From an optimization exercise on the open Yosys and OpenROAD flow, aimed at small area and a short achievable clock period; shortcuts taken in it are not production practice.
At most, simulation tests tie the RTL to the original design; equivalence was not proved.
No activity file was given, so power comes from the tool's default toggle rates.

job 1968:
==> module rd_en_gen, before the edit <==
module rd_en_gen (
    input  wire [26:0] addr_hi,
    input  wire        pwrite,
    input  wire        pready,
    input  wire        s_access,
    input  wire        s_setup_m_access,
    output wire        en_n
);
    wire access = s_setup_m_access | (s_access & ~pready);
    assign en_n = ~(access & ~|addr_hi & ~pwrite);
endmodule
==> module APB_slave, before the edit <==
module APB_slave (
    input  wire        PCLK,
    input  wire        PRESETn,
    input  wire        PREADY,
    input  wire        PWRITE,
    input  wire [31:0] PADDR,
    input  wire [31:0] PWRDATA,
    input  wire        m_setup,
    input  wire        m_access,
    output wire [31:0] PRDATA
);
    localparam [1:0] IDLE = 2'd0, SETUP = 2'd1, ACCESS = 2'd2;
    reg [1:0] state;
    reg [1:0] next_state;
    wire psel    = PRESETn & (m_setup | m_access);
    wire penable = m_access;
    always @(*) begin
        case (state)
            IDLE:    next_state = psel ? SETUP : IDLE;
            SETUP:   next_state = penable ? ACCESS : IDLE;
            ACCESS:  next_state = PREADY ? (psel ? SETUP : IDLE) : ACCESS;
            default: next_state = IDLE;
        endcase
    end
    always @(posedge PCLK or negedge PRESETn) begin
        if (!PRESETn) state <= IDLE;
        else          state <= next_state;
    end
    wire in_mem  = (next_state == ACCESS) & ~|PADDR[31:5];
    wire wr_en   = in_mem & PWRITE;
    wire [3:0] lo_n;
    wire [7:0] hi_n;
    wire [7:0] hi_wr_n = hi_n | {8{~wr_en}};
    predec2_n u_pd_lo (.a(PADDR[1:0]), .y_n(lo_n));
    predec3_n u_pd_hi (.a(PADDR[4:2]), .y_n(hi_n));
    wire [31:0] rd_sel [0:1];
    wire [1:0]  rd_en_n;
    wire [31:0] wr_sel, keep;
    genvar i, b;
    generate
        for (i = 0; i < 2; i = i + 1) begin : g_bank
            rd_en_gen u_en (.addr_hi(PADDR[31:5]), .pwrite(PWRITE), .pready(PREADY),
                            .s_access(state == ACCESS),
                            .s_setup_m_access((state == SETUP) & penable),
                            .en_n(rd_en_n[i]));
            for (b = 0; b < 32; b = b + 1) begin : g_rs
                line_nor u_rs (.a_n(lo_n[b%4]), .b_n(hi_n[b/4]), .y(rd_sel[i][b]));
            end
        end
        for (i = 0; i < 32; i = i + 1) begin : g_line
            line_nor u_ws (.a_n(lo_n[i%4]), .b_n(hi_wr_n[i/4]), .y(wr_sel[i]));
            line_or  u_kp (.a_n(lo_n[i%4]), .b_n(hi_wr_n[i/4]), .y(keep[i]));
        end
    endgenerate
    wire [31:0] bit_col [0:31];
    generate
        for (i = 0; i < 32; i = i + 1) begin : g_word
            for (b = 0; b < 32; b = b + 1) begin : g_bit
                regbit u_bit (.clk(PCLK), .we(wr_sel[i]), .hold(keep[i]),
                              .d(PWRDATA[b]), .q(bit_col[b][i]));
            end
        end
        for (b = 0; b < 32; b = b + 1) begin : g_rd
            rd_bit u_rd (.d(bit_col[b]), .s(rd_sel[b/16]), .en_n(rd_en_n[b/16]), .y(PRDATA[b]));
        end
    endgenerate
endmodule
export LEC_CHECK = 0
export CAP_MARGIN = 20
export CORE_MARGIN = 2
export CORE_UTILIZATION = 55
export PLACE_DENSITY = 0.65
export SETUP_SLACK_MARGIN = 1.5
export SLEW_MARGIN = 20
export SYNTH_HIERARCHICAL = 1
create_clock -name core_clock -period 6.0 [get_ports {PCLK_i}]
standard.sh (not shown) runs the stock make flow with config.mk's settings and CLKGATE_MAP_FILE= SYNTH_SCRIPT=/design/flow/synth_recipe.tcl, a recipe that flattens the netlist after the stock synthesis.
==> flow/flow/run.sh <==
#!/bin/bash
# Standard synthesis, then the standard ORFS layout with free cell sizing
# (no footprint matching), plain buffers on the ports, and a clock tree of
# mid-size buffers without dummy loads.
set -euo pipefail
bash standard.sh synth > synth.log 2>&1
bash standard.sh MATCH_CELL_FOOTPRINT=0 \
  "BUFFER_PORTS_ARGS=-buffer_cell sky130_fd_sc_hd__buf_2" \
  "CTS_ARGS=-sink_clustering_enable -repair_clock_nets -dont_use_dummy_load -buf_list {sky130_fd_sc_hd__clkbuf_4 sky130_fd_sc_hd__clkbuf_8} -sink_clustering_size 16 -sink_clustering_max_diameter 50" \
  finish > layout.log 2>&1
The flow did not stop early for job 1968: all stages ran, and the layout cleared the timing, design-rule and antenna checks.
### job 1968 -> job 9173
--- a/flow/design.v
+++ b/flow/design.v
@@ -93,21 +93,10 @@
         for (k = 0; k < 8; k = k + 1) begin : g_k
             assign y_n[k] = ~(a == k);
         end
     endgenerate
 endmodule
-module rd_en_gen (
-    input  wire [26:0] addr_hi,
-    input  wire        pwrite,
-    input  wire        pready,
-    input  wire        s_access,
-    input  wire        s_setup_m_access,
-    output wire        en_n
-);
-    wire access = s_setup_m_access | (s_access & ~pready);
-    assign en_n = ~(access & ~|addr_hi & ~pwrite);
-endmodule
 module line_nor (
     input  wire a_n,
     input  wire b_n,
     output wire y
 );
@@ -147,31 +136,22 @@
     always @(posedge PCLK or negedge PRESETn) begin
         if (!PRESETn) state <= IDLE;
         else          state <= next_state;
     end
     wire in_mem  = (next_state == ACCESS) & ~|PADDR[31:5];
+    wire rd_en_n = ~(in_mem & ~PWRITE);
     wire wr_en   = in_mem & PWRITE;
     wire [3:0] lo_n;
     wire [7:0] hi_n;
     wire [7:0] hi_wr_n = hi_n | {8{~wr_en}};
     predec2_n u_pd_lo (.a(PADDR[1:0]), .y_n(lo_n));
     predec3_n u_pd_hi (.a(PADDR[4:2]), .y_n(hi_n));
-    wire [31:0] rd_sel [0:1];
-    wire [1:0]  rd_en_n;
-    wire [31:0] wr_sel, keep;
+    wire [31:0] rd_sel, wr_sel, keep;
     genvar i, b;
     generate
-        for (i = 0; i < 2; i = i + 1) begin : g_bank
-            rd_en_gen u_en (.addr_hi(PADDR[31:5]), .pwrite(PWRITE), .pready(PREADY),
-                            .s_access(state == ACCESS),
-                            .s_setup_m_access((state == SETUP) & penable),
-                            .en_n(rd_en_n[i]));
-            for (b = 0; b < 32; b = b + 1) begin : g_rs
-                line_nor u_rs (.a_n(lo_n[b%4]), .b_n(hi_n[b/4]), .y(rd_sel[i][b]));
-            end
-        end
         for (i = 0; i < 32; i = i + 1) begin : g_line
+            line_nor u_rs (.a_n(lo_n[i%4]), .b_n(hi_n[i/4]),    .y(rd_sel[i]));
             line_nor u_ws (.a_n(lo_n[i%4]), .b_n(hi_wr_n[i/4]), .y(wr_sel[i]));
             line_or  u_kp (.a_n(lo_n[i%4]), .b_n(hi_wr_n[i/4]), .y(keep[i]));
         end
     endgenerate
     wire [31:0] bit_col [0:31];
@@ -181,11 +161,11 @@
                 regbit u_bit (.clk(PCLK), .we(wr_sel[i]), .hold(keep[i]),
                               .d(PWRDATA[b]), .q(bit_col[b][i]));
             end
         end
         for (b = 0; b < 32; b = b + 1) begin : g_rd
-            rd_bit u_rd (.d(bit_col[b]), .s(rd_sel[b/16]), .en_n(rd_en_n[b/16]), .y(PRDATA[b]));
+            rd_bit u_rd (.d(bit_col[b]), .s(rd_sel), .en_n(rd_en_n), .y(PRDATA[b]));
         end
     endgenerate
 endmodule
 module apb_top #(parameter DATA_WIDTH = 32, parameter ADDR_WIDTH = 32) (
     output [DATA_WIDTH-1:0] PRDATA_o,
Notes after the runs:
Changes observed in job 9173 relative to job 1968: height of the die now sits lower, clock period minus final worst setup slack now sits lower.
Net switching power delta (job 9173 − job 1968): favourable
The lower power came out of job 9173.
Going from job 1968 to job 9173, number of resized instances in the post-cts repair step dropped 6; total number of vias has decreased.
Job 1968 vs job 9173, end point of the critical path: PRDATA_o[3] vs PRDATA_o[1]
No functional check of the RTL was part of job 1968.


Setup of run a:
The RTL this note starts from:
==> flow/design.v <==
module apb_master (
    input  wire PCLK,
    input  wire PRESETn,
    input  wire evnt_trig_i,
    input  wire PREADY,
    output wire m_setup,
    output wire m_access
);
    localparam [1:0] IDLE = 2'd0, SETUP = 2'd1, ACCESS = 2'd2;
    reg [1:0] state;
    reg [1:0] next_state;
    always @(*) begin
        case (state)
            IDLE:    next_state = evnt_trig_i ? SETUP : IDLE;
            SETUP:   next_state = ACCESS;
            ACCESS:  next_state = PREADY ? IDLE : ACCESS;
            default: next_state = IDLE;
        endcase
    end
    always @(posedge PCLK) begin
        if (!PRESETn) state <= IDLE;
        else          state <= next_state;
    end
    assign m_setup  = (state == SETUP);
    assign m_access = (state == ACCESS);
endmodule
module regbit (
    input  wire clk,
    input  wire we,
    input  wire hold,
    input  wire d,
    output reg  q
);
    always @(posedge clk)
        q <= (we & d) | (hold & q);
endmodule
module rd_and_or8 (
    input  wire [7:0] d,
    input  wire [7:0] s,
    output wire       y
);
    assign y = |(d & s);
endmodule
module rd_or2_n (
    input  wire a,
    input  wire b,
    output wire y_n
);
    assign y_n = ~(a | b);
endmodule
module rd_out (
    input  wire a_n,
    input  wire b_n,
    input  wire en_n,
    output wire y
);
    assign y = ~((a_n & b_n) | en_n);
endmodule
module rd_bit (
    input  wire [31:0] d,
    input  wire [31:0] s,
    input  wire        en_n,
    output wire        y
);
    wire [3:0] part;
    wire [1:0] half_n;
    genvar g;
    generate
        for (g = 0; g < 4; g = g + 1) begin : g_part
            rd_and_or8 u_part (.d(d[8*g+7:8*g]), .s(s[8*g+7:8*g]), .y(part[g]));
        end
        for (g = 0; g < 2; g = g + 1) begin : g_half
            rd_or2_n u_half (.a(part[2*g]), .b(part[2*g+1]), .y_n(half_n[g]));
        end
    endgenerate
    rd_out u_out (.a_n(half_n[0]), .b_n(half_n[1]), .en_n(en_n), .y(y));
endmodule
module predec2_n (
    input  wire [1:0] a,
    output wire [3:0] y_n
);
    assign y_n[0] = ~(~a[1] & ~a[0]);
    assign y_n[1] = ~(~a[1] &  a[0]);
    assign y_n[2] = ~( a[1] & ~a[0]);
    assign y_n[3] = ~( a[1] &  a[0]);
endmodule
module predec3_n (
    input  wire [2:0] a,
    output wire [7:0] y_n
);
    genvar k;
    generate
        for (k = 0; k < 8; k = k + 1) begin : g_k
            assign y_n[k] = ~(a == k);
        end
    endgenerate
endmodule
module line_nor (
    input  wire a_n,
    input  wire b_n,
    output wire y
);
    assign y = ~(a_n | b_n);
endmodule
module line_or (
    input  wire a_n,
    input  wire b_n,
    output wire y
);
    assign y = a_n | b_n;
endmodule
module APB_slave (
    input  wire        PCLK,
    input  wire        PRESETn,
    input  wire        PREADY,
    input  wire        PWRITE,
    input  wire [31:0] PADDR,
    input  wire [31:0] PWRDATA,
    input  wire        m_setup,
    input  wire        m_access,
    output wire [31:0] PRDATA
);
    localparam [1:0] IDLE = 2'd0, SETUP = 2'd1, ACCESS = 2'd2;
    reg [1:0] state;
    reg [1:0] next_state;
    wire psel    = PRESETn & (m_setup | m_access);
    wire penable = m_access;
    always @(*) begin
        case (state)
            IDLE:    next_state = psel ? SETUP : IDLE;
            SETUP:   next_state = penable ? ACCESS : IDLE;
            ACCESS:  next_state = PREADY ? (psel ? SETUP : IDLE) : ACCESS;
            default: next_state = IDLE;
        endcase
    end
    always @(posedge PCLK or negedge PRESETn) begin
        if (!PRESETn) state <= IDLE;
        else          state <= next_state;
    end
    wire in_mem  = (next_state == ACCESS) & ~|PADDR[31:5];
    wire rd_en_n = ~(in_mem & ~PWRITE);
    wire wr_en   = in_mem & PWRITE;
    wire [3:0] lo_n;
    wire [7:0] hi_n;
    wire [7:0] hi_wr_n = hi_n | {8{~wr_en}};
    predec2_n u_pd_lo (.a(PADDR[1:0]), .y_n(lo_n));
    predec3_n u_pd_hi (.a(PADDR[4:2]), .y_n(hi_n));
    wire [31:0] rd_sel [0:1];
    wire [31:0] wr_sel [0:1];
    wire [31:0] keep   [0:1];
    genvar i, b, h;
    generate
        for (h = 0; h < 2; h = h + 1) begin : g_half
            for (i = 0; i < 32; i = i + 1) begin : g_line
                line_nor u_rs (.a_n(lo_n[i%4]), .b_n(hi_n[i/4]),    .y(rd_sel[h][i]));
                line_nor u_ws (.a_n(lo_n[i%4]), .b_n(hi_wr_n[i/4]), .y(wr_sel[h][i]));
                line_or  u_kp (.a_n(lo_n[i%4]), .b_n(hi_wr_n[i/4]), .y(keep[h][i]));
            end
        end
    endgenerate
    wire [31:0] bit_col [0:31];
    generate
        for (i = 0; i < 32; i = i + 1) begin : g_word
            for (b = 0; b < 32; b = b + 1) begin : g_bit
                regbit u_bit (.clk(PCLK), .we(wr_sel[b/16][i]), .hold(keep[b/16][i]),
                              .d(PWRDATA[b]), .q(bit_col[b][i]));
            end
        end
        for (b = 0; b < 32; b = b + 1) begin : g_rd
            rd_bit u_rd (.d(bit_col[b]), .s(rd_sel[b/16]), .en_n(rd_en_n), .y(PRDATA[b]));
        end
    endgenerate
endmodule
module apb_top #(parameter DATA_WIDTH = 32, parameter ADDR_WIDTH = 32) (
    output [DATA_WIDTH-1:0] PRDATA_o,
    input                   PCLK_i,
    input                   PRESETn_i,
    input  [DATA_WIDTH-1:0] PWRDATA_i,
    input  [ADDR_WIDTH-1:0] PADDR_i,
    input                   PWRITE_i,
    input                   PREADY_i,
    input                   EVENT_i
);
    wire m_setup, m_access;
    apb_master master_inst (
        .PCLK(PCLK_i), .PRESETn(PRESETn_i), .evnt_trig_i(EVENT_i),
        .PREADY(PREADY_i), .m_setup(m_setup), .m_access(m_access)
    );
    APB_slave slave_inst (
        .PCLK(PCLK_i), .PRESETn(PRESETn_i), .PREADY(PREADY_i),
        .PWRITE(PWRITE_i), .PADDR(PADDR_i), .PWRDATA(PWRDATA_i),
        .m_setup(m_setup), .m_access(m_access), .PRDATA(PRDATA_o)
    );
endmodule
==> flow/config.mk <==
export PLATFORM = sky130hd
export DESIGN_NAME = apb_top
export DESIGN_NICKNAME = apb_top
export VERILOG_FILES = /design/flow/design.v
export SDC_FILE = /design/flow/constraint.sdc
export NUM_CORES = 4
export LEC_CHECK = 0
export CAP_MARGIN = 20
export CORE_MARGIN = 2
export CORE_UTILIZATION = 55
export PLACE_DENSITY = 0.65
export SETUP_SLACK_MARGIN = 1.5
export SLEW_MARGIN = 20
export SYNTH_HIERARCHICAL = 1
==> flow/constraint.sdc <==
create_clock -name core_clock -period 6.0 [get_ports {PCLK_i}]
set_input_delay 1.2000 -clock core_clock [delete_from_list [all_inputs] [get_ports {PCLK_i}]]
set_output_delay 1.2000 -clock core_clock [all_outputs]
set_load 0.01 [all_outputs]
==> flow/flow/run.sh <==
#!/bin/bash
# Standard synthesis, then the standard ORFS layout with free cell sizing
# (no footprint matching), plain buffers on the ports, and a clock tree of
# mid-size buffers without dummy loads.
set -euo pipefail
bash standard.sh synth > synth.log 2>&1
bash standard.sh MATCH_CELL_FOOTPRINT=0 \
  "BUFFER_PORTS_ARGS=-buffer_cell sky130_fd_sc_hd__buf_2" \
  "CTS_ARGS=-sink_clustering_enable -repair_clock_nets -dont_use_dummy_load -buf_list {sky130_fd_sc_hd__clkbuf_4 sky130_fd_sc_hd__clkbuf_8} -sink_clustering_buffer sky130_fd_sc_hd__clkbuf_4 -sink_clustering_size 10 -sink_clustering_max_diameter 40" \
  finish > layout.log 2>&1
Run a: PASS, flow complete, no timing, DRC or antenna violations
#### Input delta (run b over run a)
==> flow/design.v, changed modules only <==
module APB_slave (
    input  wire        PCLK,
    input  wire        PRESETn,
    input  wire        PREADY,
    input  wire        PWRITE,
    input  wire [31:0] PADDR,
    input  wire [31:0] PWRDATA,
    input  wire        m_setup,
    input  wire        m_access,
    output wire [31:0] PRDATA
);
    localparam [1:0] IDLE = 2'd0, SETUP = 2'd1, ACCESS = 2'd2;
    reg [1:0] state;
    reg [1:0] next_state;
    wire psel    = PRESETn & (m_setup | m_access);
    wire penable = m_access;
    always @(*) begin
        case (state)
            IDLE:    next_state = psel ? SETUP : IDLE;
            SETUP:   next_state = penable ? ACCESS : IDLE;
            ACCESS:  next_state = PREADY ? (psel ? SETUP : IDLE) : ACCESS;
            default: next_state = IDLE;
        endcase
    end
    always @(posedge PCLK or negedge PRESETn) begin
        if (!PRESETn) state <= IDLE;
        else          state <= next_state;
    end
    wire in_mem  = (next_state == ACCESS) & ~|PADDR[31:5];
    wire rd_en_n = ~(in_mem & ~PWRITE);
    wire wr_en   = in_mem & PWRITE;
    wire [3:0] lo_n;
    wire [7:0] hi_n;
    wire [7:0] hi_wr_n = hi_n | {8{~wr_en}};
    predec2_n u_pd_lo (.a(PADDR[1:0]), .y_n(lo_n));
    predec3_n u_pd_hi (.a(PADDR[4:2]), .y_n(hi_n));
    wire [31:0] rd_sel, wr_sel, keep;
    genvar i, b;
    generate
        for (i = 0; i < 32; i = i + 1) begin : g_line
            line_nor u_rs (.a_n(lo_n[i%4]), .b_n(hi_n[i/4]),    .y(rd_sel[i]));
            line_nor u_ws (.a_n(lo_n[i%4]), .b_n(hi_wr_n[i/4]), .y(wr_sel[i]));
            line_or  u_kp (.a_n(lo_n[i%4]), .b_n(hi_wr_n[i/4]), .y(keep[i]));
        end
    endgenerate
    wire [31:0] bit_col [0:31];
    generate
        for (i = 0; i < 32; i = i + 1) begin : g_word
            for (b = 0; b < 32; b = b + 1) begin : g_bit
                regbit u_bit (.clk(PCLK), .we(wr_sel[i]), .hold(keep[i]),
                              .d(PWRDATA[b]), .q(bit_col[b][i]));
            end
        end
        for (b = 0; b < 32; b = b + 1) begin : g_rd
            rd_bit u_rd (.d(bit_col[b]), .s(rd_sel), .en_n(rd_en_n), .y(PRDATA[b]));
        end
    endgenerate
endmodule
[summary]
- Run b ends up with lower actual transition at the worst max-transition pin than run a does.
- Looking at post-layout total power across run b and run a, the one that comes out lower is run b.
- A cell type of the slowest stage on the worst timing path of a22oi_1 is what run a shows, while nand4_1 belongs to run b.
- The peak ir drop on the vdd network in run b sits about 6.5% below the value recorded for run a.
- Between run b and run a, the difference in wire length is negligible.
- Most used routing layer in global routing: met1 -> run a, met2 -> run b
- Run b: final non-filler cell total is 114 lower than what run a reported.
- Looking only at design area, and setting everything else aside, the higher value of run b and run a goes to run a.
Only the layout flow was run in run a; the RTL was not checked for function there.

## afterwards: timing with drivers on the ports
The flow's constraints put no driver on any port. The routed layouts listed below were extracted and timed again, unchanged, in two steps. Step 1 sets driving cells, clkbuf_16 on the clock port and buf_2 on the other inputs (assumed; they add their load-dependent delay and slew). Step 2 moves the port delays by t, midway between the first and last clock arrival at a register: inputs arrive t later, outputs are due t later. That takes back most of the time a late clock gives input paths. Three values: ideal, step 1, step 2; two values: the first two.
run	shift t [ns]	slack for setup (ns)	worst slew at a driven data input, ns
job 1968	0.766	1.428 / 1.380 / 1.235	0.12
job 9173	0.768	1.531 / 1.413 / 1.413	0.13
run a	0.828	1.426 / 1.370 / 1.370	0.06
run b	0.825	1.520 / 1.379 / 1.379	0.13
After both steps every run listed still meets setup and hold. The setup slack of job 1968, which loses most, moves by -0.048 ns with the drivers and by -0.193 ns with both steps.
